This is an optimization exercise on Yosys and OpenROAD, whose aim is small area, a short achievable clock period and few clock cycles, not a production implementation.
RTL that was checked went through simulation tests only; none was proved equivalent to the original.
Function not checked in runs 1 and 2: the RTL went through the layout flow alone.

[design/flow/constraint.sdc]
create_clock -name core_clock -period 7.0 [get_ports {i_clk}]
set_input_delay 1.4000 -clock core_clock [delete_from_list [all_inputs] [get_ports {i_clk}]]
set_output_delay 1.4000 -clock core_clock [all_outputs]
set_load 0.01 [all_outputs]
[design/flow/design.v]
module ALU #(
    parameter DATA_W = 32
)
(
    input                       i_clk,    
    input                       i_rst_n,  
    input                       i_valid,  
    input [DATA_W - 1 : 0]      i_A,      
    input [DATA_W - 1 : 0]      i_B,      
    input [         2 : 0]      i_inst,   
    output [2*DATA_W - 1 : 0]   o_data,   
    output                      o_done    
);
    reg         s_ex, s_mul, s_mulf, s_div, s_divc;
    reg         done;
    reg         x_rs;       
    reg         y_hc;       
    reg         y_sx;       
    reg         inv;        
    reg         e_sum, e_slt, e_div;  
    reg         e_sub;      
    reg  [4:0]  cnt;
    reg  [31:0] hi, lo;     
    reg  [31:0] opb;        
    reg  [31:0] hc;         
    reg         cy;         
    reg         rs;         
    reg         satf, sats; 
    reg         sltf;       
    wire        idle = ~(s_ex | s_mul | s_mulf | s_div | s_divc);
    assign o_data = {hi, satf ? {sats, {31{~sats}}} : {lo[31:1], lo[0] | sltf}};
    assign o_done = done;
    wire [35:0] p0 = {4'd0, opb & {32{lo[0]}}};
    wire [35:0] p1 = {3'd0, opb & {32{lo[1]}}, 1'b0};
    wire [35:0] p2 = {2'd0, opb & {32{lo[2]}}, 2'b0};
    wire [35:0] p3 = {1'd0, opb & {32{lo[3]}}, 3'b0};
    wire [35:0] p4 = {4'd0, hi};
    wire [35:0] p5 = {4'd0, hc};
    wire [35:0] s1a = p0 ^ p1 ^ p2;
    wire [35:0] c1a = {((p0 & p1) | (p0 & p2) | (p1 & p2)), 1'b0};
    wire [35:0] s1b = p3 ^ p4 ^ p5;
    wire [35:0] c1b = {((p3 & p4) | (p3 & p5) | (p4 & p5)), 1'b0};
    wire [35:0] s2  = s1a ^ c1a ^ s1b;
    wire [35:0] c2  = {((s1a & c1a) | (s1a & s1b) | (c1a & s1b)), 1'b0};
    wire [35:0] s3  = s2 ^ c2 ^ c1b;
    wire [35:0] c3  = {((s2 & c2) | (s2 & c1b) | (c2 & c1b)), 1'b0};
    wire [4:0]  nib = {1'b0, s3[3:0]} + {1'b0, c3[3:0]} + {4'd0, cy};
    wire [31:0] xa    = hi;
    wire        xs    = (x_rs & rs) | (y_sx & hi[31]);
    wire [31:0] ya    = opb ^ {32{inv}};
    wire        ys    = (y_sx & opb[31]) ^ inv;
    wire        ac    = inv | e_sub | (y_hc & cy);
    wire [32:0] sum;
    pfx_add #(33) u_add (.a({xs, xa}), .b({ys, ya}), .c(ac), .s(sum));
    integer k;
    reg  [31:0] brev;
    always @(*) for (k = 0; k < 32; k = k + 1) brev[k] = opb[31-k];
    wire [31:0] shin  = s_ex ? brev : i_A;
    wire [4:0]  shamt = s_ex ? cnt : i_B[4:0];
    wire        fill  = ~s_ex & i_A[31];
    wire [63:0] shx   = {{32{fill}}, shin} >> shamt;
    reg  [31:0] bnorm;
    always @(*) for (k = 0; k < 32; k = k + 1) bnorm[k] = shx[31-k];
    wire        bbig  = |i_B[31:5];
    wire [31:0] sra   = bbig ? {32{i_A[31]}} : shx[31:0];
    reg  [4:0]  clzb, clza;
    always @(*) begin
        clzb = 5'd31;
        clza = 5'd31;
        for (k = 0; k < 32; k = k + 1) begin
            if (i_B[k]) clzb = 5'd31 - k[4:0];
            if (i_A[k]) clza = 5'd31 - k[4:0];
        end
    end
    wire        bzero = ~|i_B;
    wire [4:0]  dlz   = clzb - clza;
    wire        aless = clza > clzb;        
    wire        dp0   = clza == clzb;       
    wire        dnow  = bzero | aless;      
    wire        op_as  = (i_inst == 3'd0) | (i_inst == 3'd1);
    wire        op_sub = (i_inst == 3'd1) | (i_inst == 3'd4);
    wire        op_lo  = (i_inst == 3'd2) | (i_inst == 3'd3) | (i_inst == 3'd5);  
    wire        op_mul = (i_inst == 3'd6);
    wire        op_div = (i_inst == 3'd7);
    reg  [31:0] lo_iss;
    always @(*) begin
        case (i_inst)
            3'd2:    lo_iss = i_A & i_B;
            3'd3:    lo_iss = i_A | i_B;
            3'd5:    lo_iss = sra;
            3'd7:    lo_iss = bzero ? 32'h7fffffff : 32'd0;
            default: lo_iss = i_A;
        endcase
    end
    wire        last  = (cnt == 5'd0);
    wire        rneg  = sum[32];
    wire        ovf   = sum[32] ^ sum[31];
    wire        go      = idle & i_valid;
    wire        n_ex    = go & ~op_lo & ~op_mul & ~(op_div & (dnow | dp0));
    wire        n_mul   = (go & op_mul) | (s_mul & ~last);
    wire        n_mulf  = s_mul & last;
    wire        n_div   = (go & op_div & ~dnow & dp0) | (s_ex & e_div) | (s_div & ~last);
    wire        n_divc  = s_div & last & rneg;
    wire        n_exdiv = go & op_div & ~dnow & ~dp0;    
    wire        n_done  = (go & (op_lo | (op_div & dnow))) | (s_ex & ~e_div) |
                          s_mulf | s_divc | (s_div & last & ~rneg);
    always @(posedge i_clk or negedge i_rst_n) begin
        if (!i_rst_n) begin
            s_ex   <= 1'b0;
            s_mul  <= 1'b0;
            s_mulf <= 1'b0;
            s_div  <= 1'b0;
            s_divc <= 1'b0;
            done   <= 1'b0;
        end else begin
            s_ex   <= n_ex;
            s_mul  <= n_mul;
            s_mulf <= n_mulf;
            s_div  <= n_div;
            s_divc <= n_divc;
            done   <= n_done;
        end
    end
    always @(posedge i_clk) begin
        x_rs  <= n_div | n_divc;
        y_hc  <= n_mulf;
        y_sx  <= n_ex & ~op_div;
        inv   <= (go & op_div & dp0) | (s_ex & e_div) | (s_div & ~last & ~rneg);
        cy    <= idle ? 1'b0 : nib[4];
        rs    <= (idle | s_ex) ? 1'b0 : rneg;
        e_sum <= op_as;
        e_slt <= (i_inst == 3'd4);
        e_div <= op_div;
        e_sub <= idle & op_sub;
        hc   <= idle ? 32'd0 : c3[35:4];
        cnt  <= idle ? (i_inst[0] ? dlz : 5'd7) : s_ex ? cnt : cnt - 5'd1;
        satf <= s_ex & e_sum & ovf;
        sats <= rneg;
        sltf <= s_ex & e_slt & rneg;
        hi <= ({32{idle & (op_as | op_sub | op_div)}} & i_A) |
              ({32{s_mul}} & s3[35:4]) |
              ({32{s_ex & e_div}} & hi) |
              ({32{s_mulf | s_div | s_divc}} & sum[31:0]);
        if (idle)        lo <= lo_iss;
        else if (s_ex)   lo <= {32{e_sum}} & sum[31:0];
        else if (s_mul)  lo <= {nib[3:0], lo[31:4]};
        else if (s_div)  lo <= {lo[30:0], ~rneg};
        if (idle)        opb <= i_B ^ {32{op_sub}};
        else if (s_ex)   opb <= bnorm;
        else if (s_mul & last) opb <= c3[35:4];      
        else if (s_div & ~last) opb <= {1'b0, opb[31:1]};
    end
endmodule
module pfx_add #(parameter N = 36) (
    input  [N-1:0] a,
    input  [N-1:0] b,
    input          c,
    output [N-1:0] s
);
    localparam L = (N < 16) ? 4 : (N < 32) ? 5 : (N < 64) ? 6 : 7;
    wire [N:0] g [0:L];
    wire [N:0] p [0:L];
    assign g[0] = {a & b, c};
    assign p[0] = {a ^ b, 1'b0};
    genvar i, j;
    generate
        for (i = 0; i < L; i = i + 1) begin : lv
            for (j = 0; j <= N; j = j + 1) begin : bt
                if (j >= (1 << i)) begin : m
                    assign g[i+1][j] = g[i][j] | (p[i][j] & g[i][j - (1 << i)]);
                    assign p[i+1][j] = p[i][j] & p[i][j - (1 << i)];
                end else begin : t
                    assign g[i+1][j] = g[i][j];
                    assign p[i+1][j] = p[i][j];
                end
            end
        end
    endgenerate
    assign s = p[0][N:1] ^ g[L][N-1:0];
endmodule
[design/flow/flow/run.sh]
#!/bin/bash
# The standard layout (the standard.sh: ORFS synthesis to final layout),
# with one ORFS setting changed: the port buffers are buf_2 cells instead of
# the resizer's default pick (a delay cell); every input and output port
# still gets a buffer.
set -euo pipefail
export BUFFER_PORTS_ARGS="-buffer_cell sky130_fd_sc_hd__buf_2"
bash standard.sh > standard.log 2>&1
[design/flow/config.mk]
export PLATFORM = sky130hd
export DESIGN_NAME = ALU
export DESIGN_NICKNAME = ALU
export VERILOG_FILES = /design/flow/design.v
export SDC_FILE = /design/flow/constraint.sdc
export NUM_CORES = 4
export LEC_CHECK = 0
export CAP_MARGIN = 20
export CORE_MARGIN = 2
export CORE_UTILIZATION = 40
export SETUP_SLACK_MARGIN = 3.0
export SLEW_MARGIN = 20
[design/flow/standard.sh]
#!/bin/bash
# synth_recipe.tcl (not shown) runs the flow's synth.tcl, then flattens the netlist and writes it again
# the make line also repeats each setting of config.mk as NAME=value (left out here)
make -C /OpenROAD-flow-scripts/flow DESIGN_CONFIG=/design/flow/config.mk WORK_HOME=/design/flow/orfs CLKGATE_MAP_FILE= SYNTH_SCRIPT=/design/flow/synth_recipe.tcl "${@:-finish}"
==> flow_summary.yaml, run 1 <==
route:
  drt.antenna.violating_nets: 0
  firstDrtPassIters: 6
  drc: 0
  drt-vias-per-instance: 6.33
  vias: 16719
  drt-initial-drc-count: 2058
  avgRoutedWirePerCell_um: 30.4
  wl_mm: 80.2
worst_setup_path:
  rr_startpoint: "s_ex"
  endpoint_kind: "flip-flop"
  r2r-end: "opb[28]"
  r2r_slack_ns: 3.04
  cp-start-kind: "input port"
  crit_path_max_fanout: 3
  reg2reg_depth: 8
  arrival_ns: 4.62
  crit_type: "in2reg"
  cp.required_ns: 7.37
sta:
  tightest_slew_ns: 0.983
  max_freq_mhz: 235
  setup_violations: 0
  report.final.slew_viol_count: 0
  rsz0062_at_grt: "yes"
  min_period_ns: 4.25
  fin_skew_ns: 0.0162
  final_hold_viol_count: 0
  fin_ws_ns: 2.75
  slew_headroom_pct: 33.8
  tns_ns: 0
  min_period_over_period_pct: 60.8
  whs_ns: 0.532
outcome:
  status: "timing/DRC/antenna clean"
synthesis:
  synth-seq-area-share_pct: 21.8
  synth.distinct_cells: 85
  synth_ff_type: "dfxtp_1"
  postSynthCellCount: 1973
  async_reset_ff_share_pct: 3.95
  yosys-top-cells-area: "fa_1, edfxtp_1, dfxtp_1, mux2i_1, and2_1"
  synth_edf_count: 69
  synth_most_common_cell: "inv_1"
  synthTopCellsByCount: "inv_1, and2_1, nand2_1"
  yosysWarnings: 2
  synth_seq_cells: 152
  synth_area_leader_cell: "fa_1"
  syn_nets: 2219
  synth_top_cell_area_share_pct: 14.5
  syn_area_mm2: 0.0173
  synth.avg_cell_area_um2: 8.77
placed_design:
  gp_congestion: 1.00
  place_ws_ns: 1.83
  hpwl_mm: 60.5
  numPortBuffers: 134
  place_area_mm2: 0.0184
global_route:
  grt_pass1_vias: 16298
  grt_pass1_wl_mm: 115
  grt_overflow: 0
  antenna_found_initial: 2
  grt_max_degree: 49
  gr-usage-all-layers_pct: 35.9
clock_network:
  cts_inserted_buffers: 17
  clockRootBuffer: "clkbuf_16"
  cts_tree: "built"
  clk_pin_slew_ns: 0.07
  cts_hold_buf: 0
  cts_max_path_buffers: 2
  insertion_delay_ns: 0.47
  htreeDepth: 4
  clock_sinks: 152
floorplan:
  dieArea_mm2: 0.0449
  placement_rows: 76
  io_pins: 135
  initial_utilization_pct: 40.3
  die_w_um: 212
  coreArea_mm2: 0.0429
  die_h_um: 212
cells_and_area:
  post-route-cell-area_mm2: 0.0195
  drive_above_1_share_pct: 16.7
  area_delta_synth_final_pct: 12.6
  nFillCells: 4193
  final_nets: 2287
hold_path:
  min_path_cells: 1
  worstHoldStart: "e_slt"
  hold_path_class: "reg2reg"
  whs_endpoint: "sltf"
run:
  cap_violations: 0
-- cell usage in the layout, fill, tap and decap left out, types with 20 or more instances in the layout --
cell	synthesis	final
o211ai_1	37	37
and2_1	139	139
o221ai_1	36	36
dfxtp_1	77	75
nor2_1	113	108
edfxtp_1	69	69
buf_4	4	62
xnor2_1	45	45
mux2_2	37	37
buf_2	12	124
a21oi_1	125	117
mux2i_1	109	106
fa_1	125	125
o21a_1	39	39
o21ai_0	131	125
ha_1	51	51
nand2_1	139	138
a211oi_1	24	20
xor2_1	53	50
maj3_1	31	31
a221o_1	37	37
inv_1	151	151
-- critical path: stages --
cell and delay, ns:
buf_12 0.11, nor2_4 0.11, o21ai_4 0.07, a211oi_4 0.37, o31ai_2 0.10, a211oi_2 0.27, nor3_1 0.08, o31ai_1 0.25
a21boi_1 0.13, o31ai_1 0.25, ha_1 0.30, nor2b_4 0.14, o21ai_2 0.10, nand2b_1 0.08, a21o_1 0.17, a21oi_2 0.19
a21oi_2 0.07, inv_1 0.09, o211ai_1 0.09, or2_1 0.21
-- what timing repair did --
action	4_1_cts	5_1_grt
endpoints found under the setup margin	90	37
pin swaps	19	18
resized for setup	33	37
endpoints found under the hold margin	0	0
gates cloned	1	1
setup buffers	9	18
-- through the flow --
step | utilization, % | std cells
2_1_floorplan | - | 1973
3_3_place_gp | 42.9 | 2578
3_5_place_dp | 42.9 | 2578
5_1_grt | 45.4 | 2639
4_1_cts | 44.6 | 2620
6_report | 45.4 | 2641
-- final cells by class --
cell class | instances | area, µm² | share of cell area [%]
clock buffer | 21 | 472 | 2.42
timing repair buffer | 195 | 1220 | 6.28
multi-input combinational | 1523 | 12600 | 64.7
clock inverter | 11 | 95.1 | 0.488
sequential | 152 | 3770 | 19.4
antenna | 2 | 5.00 | 0.0257
inverter | 152 | 571 | 2.93
tap | 585 | 732 | 3.76
-- registers in the layout, summed over array words and instances, names as in the netlist, 5 cells and up --
signal / flops
opb: 32
cnt: 5
lo: 32
hc: 32
hi: 32
-- worst max path at each step --
| stage | start | slack (ns) | depth (start not counted) | end |
|---|---|---|---|---|
| CTS | i_A[4] | 2.73 | 20 | x_rs |
| detailed placement | i_A[5] | 1.83 | 20 | x_rs |
| global placement | i_A[5] | 1.83 | 20 | x_rs |
| global route | i_B[3] | 2.59 | 21 | x_rs |
| floorplan | i_B[3] | 2.74 | 21 | x_rs |
| finish | i_A[4] | 2.75 | 20 | x_rs |
-- per-layer routing --
metal / vias to the layer above / track usage [%] / wire length (µm)
li1: 7138 / - / -
met1: 8338 / 47.5 / 32100
met2: 1045 / 54.8 / 35400
met3: 198 / 8.52 / 8520
met4: 0 / 17.7 / 4250
met5: - / 0 / 0
-- cell families after synthesis --
family / count (synthesis) / share of synthesized area [%]
adder cells (fa/ha/maj): 207 / 19.9
multiplexers: 160 / 10.3
AO/OA/AOI/OAI: 561 / 21.8
XOR/XNOR: 98 / 4.96
buffers and inverters: 299 / 6.93
AND/OR/NAND/NOR: 496 / 14.3
flip-flops: 152 / 21.8
==> inputs of run 2 (changes only) <==
--- a/design/flow/design.v
+++ b/design/flow/design.v
@@ -20,6 +20,7 @@
     reg         e_sum, e_slt, e_div;  
     reg         e_sub;      
     reg  [4:0]  cnt;
+    reg         dneg;       
     reg  [31:0] hi, lo;     
     reg  [31:0] opb;        
     reg  [31:0] hc;         
@@ -63,20 +64,11 @@
     always @(*) for (k = 0; k < 32; k = k + 1) bnorm[k] = shx[31-k];
     wire        bbig  = |i_B[31:5];
     wire [31:0] sra   = bbig ? {32{i_A[31]}} : shx[31:0];
-    reg  [4:0]  clzb, clza;
-    always @(*) begin
-        clzb = 5'd31;
-        clza = 5'd31;
-        for (k = 0; k < 32; k = k + 1) begin
-            if (i_B[k]) clzb = 5'd31 - k[4:0];
-            if (i_A[k]) clza = 5'd31 - k[4:0];
-        end
-    end
+    wire [4:0]  clzb, clza;
+    clz32 u_clzb (.x(i_B), .n(clzb));
+    clz32 u_clza (.x(i_A), .n(clza));
     wire        bzero = ~|i_B;
-    wire [4:0]  dlz   = clzb - clza;
-    wire        aless = clza > clzb;        
-    wire        dp0   = clza == clzb;       
-    wire        dnow  = bzero | aless;      
+    wire [5:0]  dlz   = {1'b0, clzb} - {1'b0, clza};
     wire        op_as  = (i_inst == 3'd0) | (i_inst == 3'd1);
     wire        op_sub = (i_inst == 3'd1) | (i_inst == 3'd4);
     wire        op_lo  = (i_inst == 3'd2) | (i_inst == 3'd3) | (i_inst == 3'd5);  
@@ -96,13 +88,12 @@
     wire        rneg  = sum[32];
     wire        ovf   = sum[32] ^ sum[31];
     wire        go      = idle & i_valid;
-    wire        n_ex    = go & ~op_lo & ~op_mul & ~(op_div & (dnow | dp0));
+    wire        n_ex    = go & ~op_lo & ~op_mul & ~(op_div & bzero);
     wire        n_mul   = (go & op_mul) | (s_mul & ~last);
     wire        n_mulf  = s_mul & last;
-    wire        n_div   = (go & op_div & ~dnow & dp0) | (s_ex & e_div) | (s_div & ~last);
+    wire        n_div   = (s_ex & e_div & ~dneg) | (s_div & ~last);
     wire        n_divc  = s_div & last & rneg;
-    wire        n_exdiv = go & op_div & ~dnow & ~dp0;    
-    wire        n_done  = (go & (op_lo | (op_div & dnow))) | (s_ex & ~e_div) |
+    wire        n_done  = (go & (op_lo | (op_div & bzero))) | (s_ex & ~(e_div & ~dneg)) |
                           s_mulf | s_divc | (s_div & last & ~rneg);
     always @(posedge i_clk or negedge i_rst_n) begin
         if (!i_rst_n) begin
@@ -125,7 +116,8 @@
         x_rs  <= n_div | n_divc;
         y_hc  <= n_mulf;
         y_sx  <= n_ex & ~op_div;
-        inv   <= (go & op_div & dp0) | (s_ex & e_div) | (s_div & ~last & ~rneg);
+        inv   <= (s_ex & e_div) | (s_div & ~last & ~rneg);
+        dneg  <= dlz[5];
         cy    <= idle ? 1'b0 : nib[4];
         rs    <= (idle | s_ex) ? 1'b0 : rneg;
         e_sum <= op_as;
@@ -133,7 +125,7 @@
         e_div <= op_div;
         e_sub <= idle & op_sub;
         hc   <= idle ? 32'd0 : c3[35:4];
-        cnt  <= idle ? (i_inst[0] ? dlz : 5'd7) : s_ex ? cnt : cnt - 5'd1;
+        cnt  <= idle ? (i_inst[0] ? dlz[4:0] : 5'd7) : s_ex ? cnt : cnt - 5'd1;
         satf <= s_ex & e_sum & ovf;
         sats <= rneg;
         sltf <= s_ex & e_slt & rneg;
@@ -178,3 +170,35 @@
     endgenerate
     assign s = p[0][N:1] ^ g[L][N-1:0];
 endmodule
+module clz32 (
+    input  [31:0] x,
+    output [4:0]  n
+);
+    wire [7:0]  z;           
+    wire [15:0] c;           
+    genvar i;
+    generate
+        for (i = 0; i < 8; i = i + 1) begin : nb
+            wire [3:0] v = x[4*i+3:4*i];
+            assign z[i] = ~|v;
+            assign c[2*i+1:2*i] = v[3] ? 2'd0 : v[2] ? 2'd1 : v[1] ? 2'd2 : 2'd3;
+        end
+    endgenerate
+    wire [3:0]  zb;
+    wire [11:0] cb;
+    generate
+        for (i = 0; i < 4; i = i + 1) begin : by
+            assign zb[i] = z[2*i+1] & z[2*i];
+            assign cb[3*i+2:3*i] = z[2*i+1] ? {1'b1, c[4*i+1:4*i]} : {1'b0, c[4*i+3:4*i+2]};
+        end
+    endgenerate
+    wire [1:0]  zh;
+    wire [7:0]  ch;
+    generate
+        for (i = 0; i < 2; i = i + 1) begin : hw
+            assign zh[i] = zb[2*i+1] & zb[2*i];
+            assign ch[4*i+3:4*i] = zb[2*i+1] ? {1'b1, cb[6*i+2:6*i]} : {1'b0, cb[6*i+5:6*i+3]};
+        end
+    endgenerate
+    assign n = zh[1] ? {1'b1, ch[3:0]} : {1'b0, ch[7:4]};
+endmodule
==> run 2 against run 1 <==
Net effect: still clean on timing, DRC and antenna; non-clock buffer count is 1 higher; synthesized area up 1.7%; critical path type unchanged; register-to-register slack worse by 0.11 ns; worst setup slack improved by 0.13 ns.
==> flow_summary.yaml, run 2 <==
floorplan:
  die_w_um: 214
  coreArea_mm2: 0.0433
  io_pins: 135
  dieArea_mm2: 0.0457
  placement_rows: 76
  initial_utilization_pct: 40.7
  die_h_um: 214
route:
  drc: 0
  vias: 17738
  drt.antenna.violating_nets: 0
  firstDrtPassIters: 6
  wl_mm: 86.9
  avgRoutedWirePerCell_um: 31.9
  drt-vias-per-instance: 6.51
  drt-initial-drc-count: 2450
synthesis:
  synth_seq_cells: 153
  postSynthCellCount: 2056
  synthTopCellsByCount: "nand2_1, o21ai_0, inv_1"
  synth.distinct_cells: 87
  synth_area_leader_cell: "fa_1"
  synth_most_common_cell: "nand2_1"
  synth-seq-area-share_pct: 21.5
  synth_top_cell_area_share_pct: 14.2
  synth_edf_count: 69
  async_reset_ff_share_pct: 3.92
  yosys-top-cells-area: "fa_1, edfxtp_1, dfxtp_1, and2_1, o21ai_0"
  syn_nets: 2302
  synth_ff_type: "dfxtp_1"
  syn_area_mm2: 0.0176
  yosysWarnings: 2
  synth.avg_cell_area_um2: 8.56
cells_and_area:
  stdcell_count: 2723
  seqCellArea_mm2: 0.00379
  nFillCells: 4318
  area_delta_synth_final_pct: 12.4
  final_nets: 2370
  multiInputGateArea_mm2: 0.0129
  layout_commonest_cell: "nand2_1"
  drive_above_1_share_pct: 16.6
  layout_common_cells: "nand2_1, inv_1, o21ai_0"
global_route:
  antenna_found_initial: 4
  grt_pass1_wl_mm: 123
  gr-usage-all-layers_pct: 38.2
  grt_overflow: 0
  grt_pass1_vias: 17026
  grt_max_degree: 46
sta:
  tns_ns: 0
  max_freq_mhz: 243
  setup_violations: 0
  final_hold_viol_count: 0
  report.final.slew_viol_count: 0
  slew_headroom_pct: 33.4
  fin_skew_ns: 0.0245
  fin_ws_ns: 2.88
  min_period_over_period_pct: 58.8
  min_period_ns: 4.12
  whs_ns: 0.508
  tightest_slew_ns: 0.980
  rsz0062_at_grt: "yes"
worst_setup_path:
  r2r_slack_ns: 2.93
  cp-start-kind: "input port"
  endpoint: "lo[6]"
  endpoint_kind: "flip-flop"
  r2r-end: "lo[6]"
  path_buf_inv: 2
  cpLargestDelayFamily: "compound AO/OA/AOI/OAI gates"
  cp.required_ns: 7.21
  path_common_cell: "o21ai_0"
  cp_slowest_cell: "a221oi_1"
  startpoint: "i_B[0]"
  max_stage_delay_ns: 0.58
  rr_startpoint: "s_ex"
  arrival_ns: 4.33
  reg2reg_depth: 9
  crit_chain: "buf_2, mux2i_4, buf_12, mux4_2, mux2_2, mux2i_1, o21ai_0, o22ai_1, nand2_1, a221oi_1, o21ai_0"
  path_depth: 11
  crit_type: "in2reg"
  crit_path_max_fanout: 12
placed_design:
  gp_congestion: 1.06
  numPortBuffers: 134
  place_ws_ns: 1.86
  hpwl_mm: 65.7
  dp.cells: 2657
clock_network:
  clock_sinks: 153
  cts_inserted_buffers: 17
  cts_max_path_buffers: 2
  clk_pin_slew_ns: 0.09
  insertion_delay_ns: 0.49
  cts_tree: "built"
  cts_hold_buf: 0
  clockRootBuffer: "clkbuf_16"
  htreeDepth: 4
run:
  cap_violations: 0
outcome:
  status: "timing/DRC/antenna clean"
hold_path:
  worstHoldStart: "e_div"
  hold_path_class: "reg2reg"
## run 2: final cells by class
| class | instances | area share [%] |
|---|---|---|
| flip-flops and latches | 153 | 19.2 |
| clock buffers | 17 | 2.15 |
| multi-input cells | 1596 | 65.1 |
| clock inverters | 15 | 0.696 |
| well taps | 585 | 3.70 |
| diodes | 1 | 0.0126 |
| repair buffers | 196 | 6.14 |
| inverters | 160 | 3.04 |
## run 2: how the worst min path moves through the flow
stage                       to  slack [ns]  cells after the start
after floorplan           sltf        0.44                      1
after global placement     inv        0.49                      2
after detailed placement   inv        0.49                      2
after CTS                  inv        0.51                      2
after global routing       inv        0.56                      2
final                      inv        0.51                      2
## run 2: kinds of logic (layout without fill, tap and decap cells)
family                   after synthesis  in the layout  synth area share, %
flip-flops                           153            153                 21.5
multiplexers                         126            128                 9.33
AO/OA/AOI/OAI                        581            581                 21.6
XOR/XNOR                             103            103                 5.13
AND/OR/NAND/NOR                      590            590                 16.7
other                                  0              1                    0
adder cells (fa/ha/maj)              194            194                 18.9
buffers and inverters                309            388                 6.94
## run 2: metal layers
layer | vias to the layer above | part of all wire, % | GRT usage (%)
met3 | 245 | 12 | 9.78
li1 | 7448 | - | -
met1 | 8793 | 39 | 50.0
met2 | 1246 | 43 | 57.8
met4 | 6 | 5.9 | 20.6
met5 | - | 0.055 | 0
## run 2: timing repair
item                       4_1_cts  5_1_grt
pin swaps                        7       13
resized for setup               20       35
setup endpoints to repair       75       29
gates cloned                     2        0
setup buffers                   11       20
## run 2: stage by stage
step	util (%)	area (µm²)
final	45.7	19800
after global routing	45.7	19800
after CTS	45.0	19500
after detailed placement	43.2	18700
after global placement	43.2	18700
after floorplan	-	17600
## run 2: worst min-delay path: cells and delay by family, from the launching register on
kind | cells | cell delay (ns)
flip-flops | 1 | 0.33
AND/OR/NAND/NOR | 1 | 0.06
AO/OA/AOI/OAI | 1 | 0.08
==> inputs of run 3 (changes only) <==
--- a/design/flow/design.v
+++ b/design/flow/design.v
@@ -11,24 +11,21 @@
     output [2*DATA_W - 1 : 0]   o_data,   
     output                      o_done    
 );
-    reg         s_ex, s_mul, s_mulf, s_div, s_divc;
+    reg         s_ex, s_mul, s_mulf, s_div;
     reg         done;
-    reg         x_rs;       
     reg         y_hc;       
     reg         y_sx;       
-    reg         inv;        
+    reg         y_dv;       
     reg         e_sum, e_slt, e_div;  
     reg         e_sub;      
     reg  [4:0]  cnt;
-    reg         dneg;       
     reg  [31:0] hi, lo;     
     reg  [31:0] opb;        
     reg  [31:0] hc;         
     reg         cy;         
-    reg         rs;         
     reg         satf, sats; 
     reg         sltf;       
-    wire        idle = ~(s_ex | s_mul | s_mulf | s_div | s_divc);
+    wire        idle = ~(s_ex | s_mul | s_mulf | s_div);
     assign o_data = {hi, satf ? {sats, {31{~sats}}} : {lo[31:1], lo[0] | sltf}};
     assign o_done = done;
     wire [35:0] p0 = {4'd0, opb & {32{lo[0]}}};
@@ -47,10 +44,10 @@
     wire [35:0] c3  = {((s2 & c2) | (s2 & c1b) | (c2 & c1b)), 1'b0};
     wire [4:0]  nib = {1'b0, s3[3:0]} + {1'b0, c3[3:0]} + {4'd0, cy};
     wire [31:0] xa    = hi;
-    wire        xs    = (x_rs & rs) | (y_sx & hi[31]);
-    wire [31:0] ya    = opb ^ {32{inv}};
-    wire        ys    = (y_sx & opb[31]) ^ inv;
-    wire        ac    = inv | e_sub | (y_hc & cy);
+    wire        xs    = y_sx & hi[31];
+    wire [31:0] ya    = opb;
+    wire        ys    = (y_sx & opb[31]) | y_dv;
+    wire        ac    = y_dv | e_sub | (y_hc & cy);
     wire [32:0] sum;
     pfx_add #(33) u_add (.a({xs, xa}), .b({ys, ya}), .c(ac), .s(sum));
     integer k;
@@ -58,7 +55,7 @@
     always @(*) for (k = 0; k < 32; k = k + 1) brev[k] = opb[31-k];
     wire [31:0] shin  = s_ex ? brev : i_A;
     wire [4:0]  shamt = s_ex ? cnt : i_B[4:0];
-    wire        fill  = ~s_ex & i_A[31];
+    wire        fill  = s_ex | i_A[31];    
     wire [63:0] shx   = {{32{fill}}, shin} >> shamt;
     reg  [31:0] bnorm;
     always @(*) for (k = 0; k < 32; k = k + 1) bnorm[k] = shx[31-k];
@@ -68,7 +65,10 @@
     clz32 u_clzb (.x(i_B), .n(clzb));
     clz32 u_clza (.x(i_A), .n(clza));
     wire        bzero = ~|i_B;
-    wire [5:0]  dlz   = {1'b0, clzb} - {1'b0, clza};
+    wire [4:0]  dlz   = clzb - clza;
+    wire        aless = clza > clzb;        
+    wire        dp0   = clza == clzb;       
+    wire        dnow  = bzero | aless;      
     wire        op_as  = (i_inst == 3'd0) | (i_inst == 3'd1);
     wire        op_sub = (i_inst == 3'd1) | (i_inst == 3'd4);
     wire        op_lo  = (i_inst == 3'd2) | (i_inst == 3'd3) | (i_inst == 3'd5);  
@@ -86,61 +86,58 @@
     end
     wire        last  = (cnt == 5'd0);
     wire        rneg  = sum[32];
+    wire        q     = ~sum[32];           
     wire        ovf   = sum[32] ^ sum[31];
     wire        go      = idle & i_valid;
-    wire        n_ex    = go & ~op_lo & ~op_mul & ~(op_div & bzero);
+    wire        n_ex    = go & ~op_lo & ~op_mul & ~(op_div & (dnow | dp0));
     wire        n_mul   = (go & op_mul) | (s_mul & ~last);
     wire        n_mulf  = s_mul & last;
-    wire        n_div   = (s_ex & e_div & ~dneg) | (s_div & ~last);
-    wire        n_divc  = s_div & last & rneg;
-    wire        n_done  = (go & (op_lo | (op_div & bzero))) | (s_ex & ~(e_div & ~dneg)) |
-                          s_mulf | s_divc | (s_div & last & ~rneg);
+    wire        n_div   = (go & op_div & ~dnow & dp0) | (s_ex & e_div) | (s_div & ~last);
+    wire        n_exdiv = go & op_div & ~dnow & ~dp0;    
+    wire        n_done  = (go & (op_lo | (op_div & dnow))) | (s_ex & ~e_div) |
+                          s_mulf | (s_div & last);
     always @(posedge i_clk or negedge i_rst_n) begin
         if (!i_rst_n) begin
             s_ex   <= 1'b0;
             s_mul  <= 1'b0;
             s_mulf <= 1'b0;
             s_div  <= 1'b0;
-            s_divc <= 1'b0;
             done   <= 1'b0;
         end else begin
             s_ex   <= n_ex;
             s_mul  <= n_mul;
             s_mulf <= n_mulf;
             s_div  <= n_div;
-            s_divc <= n_divc;
             done   <= n_done;
         end
     end
     always @(posedge i_clk) begin
-        x_rs  <= n_div | n_divc;
         y_hc  <= n_mulf;
         y_sx  <= n_ex & ~op_div;
-        inv   <= (s_ex & e_div) | (s_div & ~last & ~rneg);
-        dneg  <= dlz[5];
+        y_dv  <= n_div;
         cy    <= idle ? 1'b0 : nib[4];
-        rs    <= (idle | s_ex) ? 1'b0 : rneg;
         e_sum <= op_as;
         e_slt <= (i_inst == 3'd4);
         e_div <= op_div;
         e_sub <= idle & op_sub;
         hc   <= idle ? 32'd0 : c3[35:4];
-        cnt  <= idle ? (i_inst[0] ? dlz[4:0] : 5'd7) : s_ex ? cnt : cnt - 5'd1;
+        cnt  <= idle ? (i_inst[0] ? dlz : 5'd7) : s_ex ? cnt : cnt - 5'd1;
         satf <= s_ex & e_sum & ovf;
         sats <= rneg;
         sltf <= s_ex & e_slt & rneg;
         hi <= ({32{idle & (op_as | op_sub | op_div)}} & i_A) |
               ({32{s_mul}} & s3[35:4]) |
               ({32{s_ex & e_div}} & hi) |
-              ({32{s_mulf | s_div | s_divc}} & sum[31:0]);
+              ({32{s_mulf | (s_div & q)}} & sum[31:0]) |
+              ({32{s_div & ~q}} & hi);
         if (idle)        lo <= lo_iss;
         else if (s_ex)   lo <= {32{e_sum}} & sum[31:0];
         else if (s_mul)  lo <= {nib[3:0], lo[31:4]};
-        else if (s_div)  lo <= {lo[30:0], ~rneg};
-        if (idle)        opb <= i_B ^ {32{op_sub}};
+        else if (s_div)  lo <= {lo[30:0], q};
+        if (idle)        opb <= i_B ^ {32{op_sub | op_div}};
         else if (s_ex)   opb <= bnorm;
         else if (s_mul & last) opb <= c3[35:4];      
-        else if (s_div & ~last) opb <= {1'b0, opb[31:1]};
+        else if (s_div)  opb <= {1'b1, opb[31:1]};
     end
 endmodule
 module pfx_add #(parameter N = 36) (
==> run 3 against run 2 <==
Net effect: clock skew decreased by 0.0017 ns; critical path depth increased by 6; register-to-register slack improved by 0.14 ns; flip-flop and latch count decreased by 4; first-iteration DRC count decreased by 16%; synthesized cell count increased by 0.54%; cell count decreased by 0.62%; largest cell class unchanged.
==> flow_summary.yaml, run 3 <==
outcome:
  status: "timing/DRC/antenna clean"
cells_and_area:
  multiInputGateArea_mm2: 0.0127
  final_nets: 2354
  drive_above_1_share_pct: 14.4
  nFillCells: 4340
  area_delta_synth_final_pct: 11.5
  seqCellArea_mm2: 0.00370
  diodes: 0
  layout_common_cells: "a21oi_1, inv_1, nand2_1"
synthesis:
  synth_edf_count: 69
  synth-seq-area-share_pct: 21.3
  synth_top_cell_area_share_pct: 14.4
  synth_ff_type: "dfxtp_1"
  synth.avg_cell_area_um2: 8.42
  syn_area_mm2: 0.0174
  postSynthCellCount: 2067
  yosys-top-cells-area: "fa_1, edfxtp_1, dfxtp_1, mux2i_1, a21oi_1"
  synth_area_leader_cell: "fa_1"
  synthTopCellsByCount: "a21oi_1, nand2_1, inv_1"
  syn_nets: 2313
  synth_most_common_cell: "a21oi_1"
  synth_seq_cells: 149
  synth.distinct_cells: 85
  yosysWarnings: 2
  async_reset_ff_share_pct: 3.36
sta:
  max_freq_mhz: 253
  report.final.slew_viol_count: 0
  tightest_slew_ns: 1.05
  setup_violations: 0
  fin_skew_ns: 0.0228
  min_period_ns: 3.95
  final_hold_viol_count: 0
  whs_ns: 0.547
  min_period_over_period_pct: 56.4
  slew_headroom_pct: 30.0
  rsz0062_at_grt: "yes"
  tns_ns: 0
global_route:
  grt_pass1_vias: 16517
  grt_pass1_wl_mm: 115
  grt_overflow: 0
  antenna_found_initial: 3
  grt_max_degree: 64
  gr-usage-all-layers_pct: 35.3
worst_setup_path:
  path_common_cell: "a21oi_1"
  reg2reg_depth: 8
  cp.required_ns: 7.18
  rr_startpoint: "s_ex"
  arrival_ns: 4.13
  crit_type: "in2reg"
  crit_chain: "buf_2, a21oi_1, o21bai_1, a21oi_1, o21bai_1, a21oi_1, o21bai_1, a21oi_2, o221a_2, ha_2, inv_1, fa_2, a21o_1, a21oi_2, xnor2_1, a21oi_1, a31oi_1"
  cp-start-kind: "input port"
  cp_slowest_cell: "fa_2"
  r2r-end: "lo[31]"
  crit_path_max_fanout: 6
  endpoint_kind: "flip-flop"
  r2r_slack_ns: 3.07
  max_stage_delay_ns: 0.37
clock_network:
  clockRootBuffer: "clkbuf_16"
  clk_pin_slew_ns: 0.08
  htreeDepth: 4
  cts_inserted_buffers: 17
  cts_tree: "built"
  clock_sinks: 149
  cts_max_path_buffers: 2
  insertion_delay_ns: 0.46
  cts_hold_buf: 0
route:
  firstDrtPassIters: 5
  avgRoutedWirePerCell_um: 29.4
  drt-initial-drc-count: 2066
  vias: 17177
  drt.antenna.violating_nets: 0
  drc: 0
  wl_mm: 79.5
  drt-vias-per-instance: 6.35
floorplan:
  die_h_um: 213
  io_pins: 135
  coreArea_mm2: 0.0430
  die_w_um: 213
  dieArea_mm2: 0.0452
  placement_rows: 76
  initial_utilization_pct: 40.5
hold_path:
  worstHoldStart: "e_div"
  whs_endpoint: "done"
  min_path_cells: 3
  hold_path_class: "reg2reg"
placed_design:
  hpwl_mm: 61.6
  numPortBuffers: 134
  gp_congestion: 1.07
run:
  cap_violations: 0
-- run 3: cell count changes in the layout (fill, tap and decap cells not counted), sizes merged, moves of 14 or more --
cell / before / now
mux2i: 78 / 123
a21oi: 133 / 174
a211oi: 9 / 37
buf: 193 / 167
nand2: 192 / 166
xnor2: 55 / 36
mux4: 28 / 10
inv: 164 / 178
xor2: 48 / 34
-- run 3: area by class of cell --
type                    count  share of cell area, %
multi-input cells        1602                   65.6
inverters                 167                   3.25
clock buffers              17                   2.19
repair buffers            171                   5.26
clock inverters            15                  0.820
flip-flops and latches    149                   19.1
well taps                 585                   3.78
-- run 3: worst max-delay path by stage --
| stage | from | endpoint | slack [ns] | depth (start not counted) |
|---|---|---|---|---|
| 4_1_cts | s_ex | lo[31] | 3.01 | 8 |
| 2_1_floorplan | i_A[25] | s_ex | 3.00 | 15 |
| 6_report | i_A[1] | cnt[4] | 3.05 | 17 |
| 3_5_place_dp | i_B[0] | lo[22] | 1.66 | 8 |
| 3_3_place_gp | i_B[0] | lo[22] | 1.79 | 8 |
| 5_1_grt | i_B[0] | lo[0] | 2.87 | 10 |
-- run 3: metal layers --
| layer | vias to the layer above | wire length [µm] | GRT usage (%) |
|---|---|---|---|
| met1 | 8550 | 33000 | 48.3 |
| met2 | 1046 | 35500 | 54.8 |
| met4 | 4 | 3350 | 14.0 |
| met3 | 172 | 7620 | 6.68 |
| li1 | 7405 | - | - |
| met5 | - | 20 | 0 |
-- run 3: worst max-delay path: cells and delay by family --
| kind | cells | cell delay [ns] |
|---|---|---|
| AOI/OAI and AO/OA | 12 | 1.83 |
| xor gates and xnor gates | 1 | 0.09 |
| adders and majority gates | 2 | 0.53 |
| buffers and inverters | 2 | 0.27 |
-- run 3: through the flow --
step | cells | setup slack [ns] | area [µm²] | util (%)
finish | 2706 | 3.05 | 19400 | 45.1
floorplan | 2067 | 3.00 | 17400 | -
CTS | 2702 | 3.01 | 19200 | 44.7
global route | 2706 | 2.87 | 19400 | 45.1
detailed placement | 2666 | 1.66 | 18500 | 42.9
global placement | 2666 | 1.79 | 18500 | 42.9
-- run 3: logic make-up after synthesis --
logic type / synth area share, %
AOI/OAI and AO/OA: 23.0
buffers and inverters: 7.35
xor gates and xnor gates: 3.57
and+or+nand+nor: 15.1
adders and majority gates: 19.5
DFF: 21.3
muxes: 10.2
-- run 3: timing repair --
item / CTS / global route
pin swaps: 1 / 13
cloned: 1 / 0
gates resized for setup: 26 / 31
buffers inserted: 3 / 4
setup endpoints to repair: 67 / 30
Testbench counts of run 3, summed over its fixed seeds: cycles 9,458.
==> inputs of run 4 (changes only) <==
--- a/design/flow/config.mk
+++ b/design/flow/config.mk
@@ -8,5 +8,5 @@
 export CAP_MARGIN = 20
 export CORE_MARGIN = 2
 export CORE_UTILIZATION = 40
-export SETUP_SLACK_MARGIN = 3.0
+export SETUP_SLACK_MARGIN = 2.7
 export SLEW_MARGIN = 20
==> run 4 against run 3 <==
Net effect: still clean on timing, DRC and antenna; routed wire length increased by 0.25%; highest routed layer unchanged; critical endpoint is now done; via count increased by 1.4%; final area decreased by 1.4%.
==> flow_summary.yaml, run 4 <==
floorplan:
  io_pins: 135
  initial_utilization_pct: 40.5
  coreArea_mm2: 0.0430
  placement_rows: 76
  die_h_um: 213
  dieArea_mm2: 0.0452
  die_w_um: 213
clock_network:
  cts_max_path_buffers: 2
  insertion_delay_ns: 0.46
  cts_inserted_buffers: 17
  htreeDepth: 4
  clock_sinks: 149
  cts_hold_buf: 0
  cts_tree: "built"
  clockRootBuffer: "clkbuf_16"
  clk_pin_slew_ns: 0.07
route:
  drt-vias-per-instance: 6.45
  wl_mm: 79.7
  drt-initial-drc-count: 2204
  drc: 0
  firstDrtPassIters: 7
  drt.antenna.violating_nets: 0
  avgRoutedWirePerCell_um: 29.5
  vias: 17410
sta:
  report.final.slew_viol_count: 0
  min_period_over_period_pct: 61.0
  fin_skew_ns: 0.0143
  min_period_ns: 4.27
  max_freq_mhz: 234
  slew_headroom_pct: 28.9
  final_hold_viol_count: 0
  tns_ns: 0
  tightest_slew_ns: 1.06
  rsz0062_at_grt: "yes"
  setup_violations: 0
placed_design:
  hpwl_mm: 60.7
  numPortBuffers: 134
  dp.cells: 2668
  gp_congestion: 1.05
hold_path:
  hold_path_class: "reg2reg"
worst_setup_path:
  cp.required_ns: 7.34
  cp-start-kind: "input port"
  max_stage_delay_ns: 0.33
  path_common_cell: "a21oi_1"
  crit_path_max_fanout: 6
  crit_chain: "buf_2, inv_1, a21oi_1, o21bai_1, a21oi_1, o21bai_1, a21oi_1, o21bai_1, a21oi_2, o221ai_1, ha_1, inv_1, a21o_1, a21o_1, a21o_1, nand2_1, a21oi_1, nand2_1, a21boi_0, o31ai_1"
  arrival_ns: 4.61
  endpoint_kind: "flip-flop"
  crit_type: "in2reg"
  cp_slowest_cell: "a21oi_1"
  r2r_slack_ns: 2.85
cells_and_area:
  drive_above_1_share_pct: 13.2
  area_delta_synth_final_pct: 9.94
  diodes: 0
  final_nets: 2349
  layout_common_cells: "a21oi_1, inv_1, nand2_1"
  stdcell_count: 2701
  nFillCells: 4384
  layout_commonest_cell: "a21oi_1"
synthesis:
  synthTopCellsByCount: "a21oi_1, nand2_1, inv_1"
  yosys-top-cells-area: "fa_1, edfxtp_1, dfxtp_1, mux2i_1, a21oi_1"
  synth_seq_cells: 149
  yosysWarnings: 2
  postSynthCellCount: 2067
  synth_top_cell_area_share_pct: 14.4
  synth_ff_type: "dfxtp_1"
  synth-seq-area-share_pct: 21.3
  synth.distinct_cells: 85
  syn_area_mm2: 0.0174
  synth.avg_cell_area_um2: 8.42
  syn_nets: 2313
  synth_most_common_cell: "a21oi_1"
  synth_area_leader_cell: "fa_1"
  async_reset_ff_share_pct: 3.36
  synth_edf_count: 69
global_route:
  grt_pass1_vias: 16972
  gr-usage-all-layers_pct: 35.4
  grt_pass1_wl_mm: 115
  grt_overflow: 0
  antenna_found_initial: 2
  grt_max_degree: 70
outcome:
  status: "timing/DRC/antenna clean"
run:
  cap_violations: 0
-- run 4: cell counts after synthesis --
No cell type changed its count.
-- run 4: per-stage QoR --
stage                     cell area [µm²]  worst slack [ns]  hold slack [ns]  util, %
after floorplan                     17400              2.90            0.437        -
after global placement              18400              1.48            0.446     42.9
after detailed placement            18400              1.63            0.454     42.9
after CTS                           19100              2.71            0.470     44.3
after global routing                19100              2.65            0.479     44.5
final                               19100              2.73            0.466     44.5
-- run 4: worst max-delay path, delay by kind of cell --
family	cells	cell delay, ns
adder cells (fa/ha/maj)	1	0.20
AO/OA/AOI/OAI	14	2.46
buffers and inverters	3	0.37
AND/OR/NAND/NOR	2	0.17
-- run 4: cells by family (layout without fill, tap and decap cells) --
| logic type | count (synthesis) | count (layout) | share of synthesized area, % |
|---|---|---|---|
| mux | 161 | 161 | 10.2 |
| buf+inv | 317 | 366 | 7.35 |
| simple gates | 546 | 546 | 15.1 |
| compound gates | 622 | 622 | 23.0 |
| flops | 149 | 149 | 21.3 |
| xor+xnor | 70 | 70 | 3.57 |
| fa+ha+maj | 202 | 202 | 19.5 |
-- run 4: timing repair --
| item | 4_1_cts | 5_1_grt |
|---|---|---|
| pin swaps | 0 | 0 |
| buffers inserted | 1 | 0 |
| resized for setup | 9 | 13 |
| endpoints found under the setup margin | 26 | 43 |
-- run 4: worst paths after layout --
| kind | endpoint | depth (start not counted) | startpoint |
|---|---|---|---|
| max | done | 20 | i_B[2] |
| min | sltf | 1 | e_slt |
| max reg2reg | lo[3] | 9 | s_ex |
| min reg2reg | sltf | 1 | e_slt |
| max in group asynchronous | s_ex | 1 | i_rst_n |
| min in group asynchronous | done | 1 | i_rst_n |
-- run 4: layout make-up --
| class | instances | area [µm²] | area share, % |
|---|---|---|---|
| Timing Repair Buffer | 167 | 937 | 4.90 |
| Inverter | 167 | 627 | 3.28 |
| Clock inverter | 14 | 119 | 0.622 |
| Tap cell | 585 | 732 | 3.83 |
| Clock buffer | 18 | 429 | 2.24 |
| Sequential cell | 149 | 3700 | 19.4 |
| Multi-Input combinational cell | 1601 | 12600 | 65.8 |
-- run 4: metal layers --
| layer | share of wire [%] | global-route usage (%) | wire length (µm) |
|---|---|---|---|
| met3 | 12 | 8.49 | 9260 |
| met4 | 5.7 | 18.3 | 4500 |
| met5 | 0.053 | 0 | 42 |
| met1 | 40 | 48.2 | 32100 |
| met2 | 42 | 52.2 | 33800 |
==> inputs of run 5 (changes only) <==
--- a/design/flow/config.mk
+++ b/design/flow/config.mk
@@ -8,5 +8,5 @@
 export CAP_MARGIN = 20
 export CORE_MARGIN = 2
 export CORE_UTILIZATION = 40
-export SETUP_SLACK_MARGIN = 2.7
+export SETUP_SLACK_MARGIN = 3.6
 export SLEW_MARGIN = 20
==> run 5 against run 4 <==
Net effect: first-iteration DRC count grew 4.8%; die area is the same; largest cell class unchanged; critical endpoint unchanged; still clean on timing, DRC and antenna.
==> flow_summary.yaml, run 5 <==
cells_and_area:
  drive_above_1_share_pct: 25.3
  layout_commonest_cell: "inv_1"
  utilization_pct: 50.8
  post-route-cell-area_mm2: 0.0218
  final_nets: 2502
  layout_common_cells: "inv_1, nand2_1, buf_4"
  area_delta_synth_final_pct: 25.6
global_route:
  antenna_found_initial: 5
  grt_max_degree: 66
  grt_pass1_vias: 17186
  grt_pass1_wl_mm: 120
  grt_overflow: 0
  gr-usage-all-layers_pct: 37.5
clock_network:
  clk_pin_slew_ns: 0.07
  insertion_delay_ns: 0.47
  clockRootBuffer: "clkbuf_16"
  clock_sinks: 149
  cts_hold_buf: 0
  cts_inserted_buffers: 17
  htreeDepth: 4
  cts_max_path_buffers: 2
  cts_tree: "built"
worst_setup_path:
  path_buf_inv: 2
  cp_slowest_cell: "nor4_4"
  arrival_ns: 4.13
  r2r_slack_ns: 3.41
  cp.required_ns: 7.37
  reg2reg_depth: 8
  cpLargestDelayFamily: "compound AO/OA/AOI/OAI gates"
  crit_chain: "buf_2, nor4_4, nand4b_1, nor2_1, buf_4, o21ai_0, a21boi_1, ha_2, a21o_1, a21o_1, nand2_1, a21oi_2, nand2_1, a21boi_1, o31ai_1"
  crit_path_max_fanout: 5
  endpoint_kind: "flip-flop"
  rr_startpoint: "s_mul"
  max_stage_delay_ns: 0.39
  cp-start-kind: "input port"
  r2r-end: "opb[30]"
  crit_type: "in2reg"
  startpoint: "i_B[12]"
run:
  cap_violations: 0
sta:
  slew_headroom_pct: 26.1
  fin_ws_ns: 3.23
  report.final.slew_viol_count: 0
  rsz0062_at_grt: "yes"
  max_freq_mhz: 265
  tns_ns: 0
  whs_ns: 0.572
  final_hold_viol_count: 0
  tightest_slew_ns: 1.11
  fin_skew_ns: 0.0166
  min_period_ns: 3.77
  min_period_over_period_pct: 53.8
  setup_violations: 0
hold_path:
  hold_path_class: "reg2reg"
  whs_endpoint: "done"
  worstHoldStart: "e_div"
  min_path_cells: 3
placed_design:
  hpwl_mm: 62.3
  place_area_mm2: 0.0186
  numPortBuffers: 134
  gp_congestion: 1.06
  place_ws_ns: 1.97
route:
  drt-initial-drc-count: 2309
  drc: 0
  wl_mm: 86.1
  avgRoutedWirePerCell_um: 30.1
  drt-vias-per-instance: 6.38
  firstDrtPassIters: 6
  vias: 18224
  drt.antenna.violating_nets: 0
synthesis:
  synthTopCellsByCount: "a21oi_1, nand2_1, inv_1"
  synth_area_leader_cell: "fa_1"
  async_reset_ff_share_pct: 3.36
  syn_area_mm2: 0.0174
  synth-seq-area-share_pct: 21.3
  yosysWarnings: 2
  syn_nets: 2313
  yosys-top-cells-area: "fa_1, edfxtp_1, dfxtp_1, mux2i_1, a21oi_1"
  synth.avg_cell_area_um2: 8.42
  synth_most_common_cell: "a21oi_1"
  synth_ff_type: "dfxtp_1"
  postSynthCellCount: 2067
  synth_top_cell_area_share_pct: 14.4
  synth.distinct_cells: 85
  synth_seq_cells: 149
  synth_edf_count: 69
floorplan:
  die_h_um: 213
  die_w_um: 213
  coreArea_mm2: 0.0430
  dieArea_mm2: 0.0452
  placement_rows: 76
  initial_utilization_pct: 40.5
  io_pins: 135
outcome:
  status: "timing/DRC/antenna clean"
run 5: cell count changes in the layout (fill, tap and decap cells not counted), moves of 8 or more:
| cell | change |
|---|---|
| nor2_1 | -10 |
| buf_6 | +22 |
| o21ai_1 | +15 |
| buf_12 | +16 |
| buf_2 | -29 |
| mux2i_1 | -9 |
| buf_4 | +126 |
| ha_1 | -13 |
| o21ai_0 | -20 |
| a21oi_4 | +9 |
| ha_2 | +8 |
| a21oi_2 | +26 |
| a21oi_1 | -35 |
run 5: repair_timing:
action / CTS / global route
resized for setup: 168 / 153
endpoints found under the setup margin: 150 / 86
pin swaps: 56 / 97
gates cloned: 5 / 2
buffers inserted: 81 / 67
run 5: area by class of cell:
| class | instances | area [µm²] |
|---|---|---|
| fill | 4145 | 21100 |
| multi-input combinational | 1604 | 13600 |
| sequential | 149 | 3700 |
| timing repair buffer | 317 | 2560 |
| tap | 585 | 732 |
| inverter | 167 | 637 |
| clock buffer | 19 | 433 |
| clock inverter | 13 | 160 |
| antenna | 2 | 5.00 |
run 5: cells by family after synthesis:
kind of cell    Yosys count  synth area share [%]
simple gates            546                  15.1
flops                   149                  21.3
xor+xnor                 70                  3.57
fa+ha+maj               202                  19.5
buf+inv                 317                  7.35
compound gates          622                  23.0
mux                     161                  10.2
run 5: metrics by stage:
stage          std cells
4_1_cts             2785
3_5_place_dp        2667
6_report            2856
2_1_floorplan       2067
3_3_place_gp        2667
5_1_grt             2854
run 5: worst max path at each step:
stage          endpoint  slack, ns  cells after the start
2_1_floorplan      s_ex       3.09                     15
3_3_place_gp     lo[16]       2.04                      7
3_5_place_dp     lo[16]       1.97                      7
4_1_cts            done       3.29                     18
5_1_grt            done       3.13                     15
6_report           done       3.23                     15
run 5: worst min-delay path, cell delays in order, from the launching register on:
cell and delay (ns):
dfxtp_1 0.31, inv_1 0.05, a221oi_1 0.09, o31ai_1 0.08
run 5: per-layer routing:
layer / vias up / routed length (µm) / share of wire (%) / GRT usage [%]
met2: 1247 / 36900 / 43 / 56.3
met1: 9020 / 33800 / 39 / 50.6
li1: 7693 / - / - / -
met3: 258 / 9950 / 12 / 7.90
met5: - / 37 / 0.043 / 0
met4: 6 / 5330 / 6.2 / 20.2
==> inputs of run 6 (changes only) <==
--- a/design/flow/config.mk
+++ b/design/flow/config.mk
@@ -7,6 +7,6 @@
 export LEC_CHECK = 0
 export CAP_MARGIN = 20
 export CORE_MARGIN = 2
-export CORE_UTILIZATION = 40
-export SETUP_SLACK_MARGIN = 3.6
+export CORE_UTILIZATION = 55
+export SETUP_SLACK_MARGIN = 3.0
 export SLEW_MARGIN = 20
==> run 6 against run 5 <==
Net effect: sequential share of layout area increased by 2.4 points; first-iteration DRC count up 14%; highest routed layer unchanged; still clean; critical endpoint is now lo[9].
==> flow_summary.yaml, run 6 <==
worst_setup_path:
  endpoint_kind: "flip-flop"
  cpLargestDelayFamily: "compound AO/OA/AOI/OAI gates"
  crit_chain: "buf_2, nor4_4, nand4b_1, buf_4, or2_0, buf_4, a21boi_1, o31ai_1, o21ai_1, o21ai_0, a21oi_1"
  endpoint: "lo[9]"
  path_depth: 11
  cp.required_ns: 7.33
  reg2reg_depth: 9
  crit_type: "in2reg"
  r2r_slack_ns: 3.18
  path_common_cell: "buf_4"
  startpoint: "i_B[11]"
  path_buf_inv: 3
  cp_slowest_cell: "a21boi_1"
  cp-start-kind: "input port"
  crit_path_max_fanout: 13
  arrival_ns: 4.32
  max_stage_delay_ns: 0.66
  r2r-end: "hi[0]"
  rr_startpoint: "opb[22]"
placed_design:
  place_area_mm2: 0.0183
  place_ws_ns: 1.72
  hpwl_mm: 57.3
  numPortBuffers: 134
  gp_congestion: 1.11
synthesis:
  postSynthCellCount: 2067
  synth_most_common_cell: "a21oi_1"
  synth_seq_cells: 149
  async_reset_ff_share_pct: 3.36
  synth_top_cell_area_share_pct: 14.4
  syn_area_mm2: 0.0174
  synth.avg_cell_area_um2: 8.42
  synth.distinct_cells: 85
  yosys-top-cells-area: "fa_1, edfxtp_1, dfxtp_1, mux2i_1, a21oi_1"
  synth_area_leader_cell: "fa_1"
  syn_nets: 2313
  synth_ff_type: "dfxtp_1"
  synth_edf_count: 69
  synth-seq-area-share_pct: 21.3
  synthTopCellsByCount: "a21oi_1, nand2_1, inv_1"
  yosysWarnings: 2
clock_network:
  cts_tree: "built"
  cts_hold_buf: 0
  clockRootBuffer: "clkbuf_16"
  htreeDepth: 4
  clk_pin_slew_ns: 0.08
  insertion_delay_ns: 0.47
  cts_max_path_buffers: 2
  cts_inserted_buffers: 17
  clock_sinks: 149
route:
  drt-initial-drc-count: 2642
  avgRoutedWirePerCell_um: 30.0
  vias: 17588
  drt-vias-per-instance: 6.96
  drt.antenna.violating_nets: 0
  firstDrtPassIters: 6
  wl_mm: 75.8
  drc: 0
cells_and_area:
  seqCellArea_mm2: 0.00370
  layout_common_cells: "a21oi_1, inv_1, nand2_1"
  drive_above_1_share_pct: 14.3
  nFillCells: 2843
  final_nets: 2358
  layout_commonest_cell: "a21oi_1"
  post-route-cell-area_mm2: 0.0191
  multiInputGateArea_mm2: 0.0127
  diodes: 0
  area_delta_synth_final_pct: 10.1
outcome:
  status: "timing/DRC/antenna clean"
floorplan:
  io_pins: 135
  dieArea_mm2: 0.0331
  initial_utilization_pct: 55.6
  coreArea_mm2: 0.0313
  die_w_um: 182
  placement_rows: 65
  die_h_um: 182
sta:
  fin_ws_ns: 3.01
  slew_headroom_pct: 26.4
  min_period_ns: 3.99
  max_freq_mhz: 250
  tightest_slew_ns: 1.09
  whs_ns: 0.475
  rsz0062_at_grt: "yes"
  report.final.slew_viol_count: 0
  min_period_over_period_pct: 57.1
  setup_violations: 0
  tns_ns: 0
  final_hold_viol_count: 0
  fin_skew_ns: 0.0208
run:
  cap_violations: 0
global_route:
  grt_pass1_wl_mm: 110
  grt_pass1_vias: 16612
  antenna_found_initial: 1
  grt_overflow: 0
  grt_max_degree: 80
  gr-usage-all-layers_pct: 45.8
hold_path:
  hold_path_class: "reg2reg"
  worstHoldStart: "e_slt"
run 6: what timing repair did:
action | in CTS | in global routing
endpoints found under the setup margin | 51 | 45
resized for setup | 13 | 43
setup buffers | 3 | 5
pin swaps | 0 | 14
run 6: worst min-delay path by stage:
stage	slack [ns]	depth (start not counted)	end
after global placement	0.45	1	sltf
after floorplan	0.44	1	sltf
after CTS	0.48	1	sltf
after global routing	0.50	1	sltf
after detailed placement	0.46	1	sltf
final	0.48	1	sltf
run 6: layout make-up:
cell class | count | area share, %
clock buffers | 17 | 2.22
clock inverters | 15 | 0.680
inverters | 167 | 3.27
multi-input cells | 1601 | 66.4
flip-flops and latches | 149 | 19.3
well taps | 402 | 2.63
repair buffers | 176 | 5.50
run 6: logic make-up after synthesis:
group           Yosys count  synth area share, %
buf+inv                 317                 7.35
xor+xnor                 70                 3.57
fa+ha+maj               202                 19.5
flops                   149                 21.3
simple gates            546                 15.1
compound gates          622                 23.0
mux                     161                 10.2
run 6: stage by stage:
step / instances / utilization [%]
2_1_floorplan: 2067 / -
3_3_place_gp: 2487 / 58.3
5_1_grt: 2527 / 61.2
3_5_place_dp: 2487 / 58.3
6_report: 2527 / 61.2
4_1_cts: 2522 / 60.4
run 6: layer usage:
metal  up-vias  track usage, %  wire length (µm)
met1      8434            62.3             28900
li1       7415               -                 -
met2      1461            66.6             31700
met5         -               0                10
met4         2            25.1              4650
met3       276            11.7             10500
==> inputs of run 7 (changes only) <==
==> design/flow/config.mk (replaced) <==
export PLATFORM = sky130hd
export DESIGN_NAME = ALU
export DESIGN_NICKNAME = ALU
export VERILOG_FILES = /design/flow/design.v
export SDC_FILE = /design/flow/constraint.sdc
export NUM_CORES = 4
export LEC_CHECK = 0
export ABC_AREA = 1
export CAP_MARGIN = 20
export CORE_MARGIN = 2
export CORE_UTILIZATION = 40
export SETUP_SLACK_MARGIN = 3.3
export SLEW_MARGIN = 20
==> run 7 against run 6 <==
Net effect: synthesized area is 6.1% higher; final area rose by 7.3%; sequential share of layout area shrank 1.3 points; worst setup slack gained 0.30 ns; cell count up 43%; non-clock buffer count grew 22.
==> flow_summary.yaml, run 7 <==
synthesis:
  synth_most_common_cell: "nand2_1"
  synthTopCellsByCount: "nand2_1, inv_1, nand3_1"
  synth_edf_count: 69
  syn_nets: 3170
  yosysWarnings: 2
  synth_top_family_by_area: "simple AND/OR/NAND/NOR gates"
  synth_compound_area_share_pct: 17.5
  synth_area_leader_cell: "nand2_1"
  synthMuxAreaShare_pct: 0
  syn_area_mm2: 0.0185
  synth_ff_type: "dfxtp_1"
  yosys-top-cells-area: "nand2_1, fa_1, edfxtp_1, inv_1, dfxtp_1"
  synth_top_cell_area_share_pct: 18.6
  synth.distinct_cells: 55
  async_reset_ff_share_pct: 3.36
  synthAdderAreaFrac_pct: 17.0
  synth.avg_cell_area_um2: 6.31
  postSynthCellCount: 2924
  synth-seq-area-share_pct: 20.0
  synth_xor_area_share_pct: 1.38
  synth-simple-area-share_pct: 30.5
  synth_seq_cells: 149
route:
  drt-vias-per-instance: 5.88
  wl_mm: 97.8
  drt-initial-drc-count: 2928
  vias: 21255
  drc: 0
  drt.antenna.violating_nets: 0
  firstDrtPassIters: 8
  avgRoutedWirePerCell_um: 27.1
clock_network:
  clock_sinks: 149
  cts_tree: "built"
  clockRootBuffer: "clkbuf_16"
  clk_pin_slew_ns: 0.08
  htreeDepth: 4
  cts_inserted_buffers: 17
  cts_max_path_buffers: 2
  cts_hold_buf: 0
  insertion_delay_ns: 0.49
global_route:
  grt_pass1_wl_mm: 137
  antenna_found_initial: 7
  grt_overflow: 0
  grt_pass1_vias: 19752
  gr-usage-all-layers_pct: 40.2
  grt_max_degree: 91
worst_setup_path:
  crit_type: "reg2reg"
  endpoint_kind: "flip-flop"
  cp_slowest_cell: "nor2_2"
  crit_chain: "ha_1, inv_1, o21ai_0, o21bai_1, a21oi_1, nand3_2, nand2_1, nand3b_1, nand2_2, nor2_2, nand2_1, nand3b_1"
  reg2reg_depth: 12
  cpLargestDelayFamily: "simple AND/OR/NAND/NOR gates"
  crit_path_max_fanout: 16
  arrival_ns: 4.11
  cp.required_ns: 7.43
  max_stage_delay_ns: 0.86
  cp-start-kind: "flip-flop"
  path_buf_inv: 1
  r2r_slack_ns: 3.31
  path_depth: 12
placed_design:
  dp.cells: 3542
  gp_congestion: 1.02
  hpwl_mm: 74.2
  numPortBuffers: 134
floorplan:
  initial_utilization_pct: 40.6
  placement_rows: 78
  die_h_um: 219
  dieArea_mm2: 0.0479
  io_pins: 135
  coreArea_mm2: 0.0455
  die_w_um: 219
sta:
  fin_skew_ns: 0.0188
  report.final.slew_viol_count: 0
  slew_headroom_pct: 26.2
  final_hold_viol_count: 0
  min_period_ns: 3.69
  max_freq_mhz: 271
  tns_ns: 0
  min_period_over_period_pct: 52.7
  rsz0062_at_grt: "yes"
  tightest_slew_ns: 1.10
  setup_violations: 0
cells_and_area:
  layout_commonest_cell: "nand2_1"
  layout_common_cells: "nand2_1, inv_1, nand3_1"
  drive_above_1_share_pct: 10.2
  stdcell_count: 3615
  final_nets: 3246
  area_delta_synth_final_pct: 11.4
hold_path:
  hold_path_class: "reg2reg"
  min_path_cells: 1
outcome:
  status: "timing/DRC/antenna clean"
run:
  cap_violations: 0
-- run 7: final timing paths --
kind | to | start
max in group asynchronous | s_ex | i_rst_n
worst max register to register | hi[27] | opb[15]
worst max-delay path | hi[27] | opb[15]
worst min register to register | done | e_div
min in group asynchronous | s_div | i_rst_n
worst min-delay path | done | e_div
-- run 7: worst register-to-register path, cell delays in order, from the launching register on --
cell and delay (ns):
edfxtp_1 0.67, ha_1 0.51, inv_1 0.05, o21ai_0 0.33, o21bai_1 0.22, a21oi_1 0.09
nand3_2 0.16, nand2_1 0.12, nand3b_1 0.14, nand2_2 0.22, nor2_2 0.86, nand2_1 0.13
nand3b_1 0.13
-- run 7: repair_timing --
item	4_1_cts	5_1_grt
gates cloned	2	4
setup endpoints to repair	84	96
gates resized for setup	25	45
buffers inserted	8	25
hold endpoints to repair	0	0
pin swaps	3	9
-- run 7: layout make-up --
| type | count | area, µm² |
|---|---|---|
| timing repair inverter | 1 | 7.51 |
| clock inverter | 15 | 188 |
| inverter | 477 | 1840 |
| multi-input combinational | 2156 | 12400 |
| fill | 4945 | 24900 |
| clock buffer | 17 | 425 |
| antenna | 2 | 5.00 |
| timing repair buffer | 198 | 1260 |
| tap | 600 | 751 |
| sequential | 149 | 3710 |
-- run 7: per-stage QoR --
stage / hold WS, ns / setup WS, ns / instance area [µm²] / utilization, %
floorplan: 0.410 / 3.47 / 18500 / -
global placement: 0.481 / 2.57 / 19400 / 42.7
detailed placement: 0.489 / 2.62 / 19400 / 42.7
CTS: 0.507 / 3.29 / 20200 / 44.3
global route: 0.549 / 3.23 / 20500 / 45.2
finish: 0.524 / 3.31 / 20500 / 45.2
-- run 7: logic make-up (layout without fill, tap and decap cells) --
| family | count (synthesis) | count (layout) |
|---|---|---|
| adders and majority gates | 176 | 176 |
| other | 0 | 2 |
| buffers and inverters | 622 | 708 |
| DFF | 149 | 149 |
| xor gates and xnor gates | 29 | 29 |
| and+or+nand+nor | 1369 | 1371 |
| AOI/OAI and AO/OA | 579 | 580 |
-- run 7: routing by layer --
| metal | vias to the layer above | track usage (%) | routed length (µm) |
|---|---|---|---|
| met2 | 1372 | 60.7 | 42200 |
| li1 | 9502 | - | - |
| met5 | - | 0 | 39 |
| met4 | 6 | 20.4 | 5670 |
| met3 | 247 | 7.10 | 9920 |
| met1 | 10128 | 55.0 | 40000 |

## separate check: timing with driven ports
In the flow no input, the clock included, has a driving cell. The finished layouts below were timed again as built, in two steps.
Step 1 sets driving cells, clkbuf_16 on the clock port and buf_2 on the other inputs (assumed; they add their load-dependent delay and slew).
Step 2 adds t to the input delays and takes it off the output delays; t is the mean of the earliest and latest rising clock arrival at the registers after step 1. Input paths then give back, and output paths get back, about the clock's delay inside the block.
a / b / c = no drivers / after step 1 / after step 2; a / b = the first two.
run	t (ns)	setup WS [ns]	worst register clock-pin slew, ns
run 1	0.526	2.746 / 2.752 / 2.226	0.07 / 0.07
run 2	0.530	2.881 / 2.913 / 2.383	0.09 / 0.09
run 3	0.501	3.054 / 3.066 / 2.583	0.08 / 0.08
run 4	0.514	2.729 / 2.766 / 2.252	0.08 / 0.08
run 5	0.513	3.232 / 3.266 / 2.753	0.08 / 0.08
run 6	0.516	3.006 / 3.043 / 2.527	0.08 / 0.08
run 7	0.542	3.310 / 3.310 / 2.832	0.08 / 0.08
After both steps every run listed still meets setup and hold. The setup slack of run 1, which loses most, moves by +0.006 ns with the drivers and by -0.520 ns with both steps.
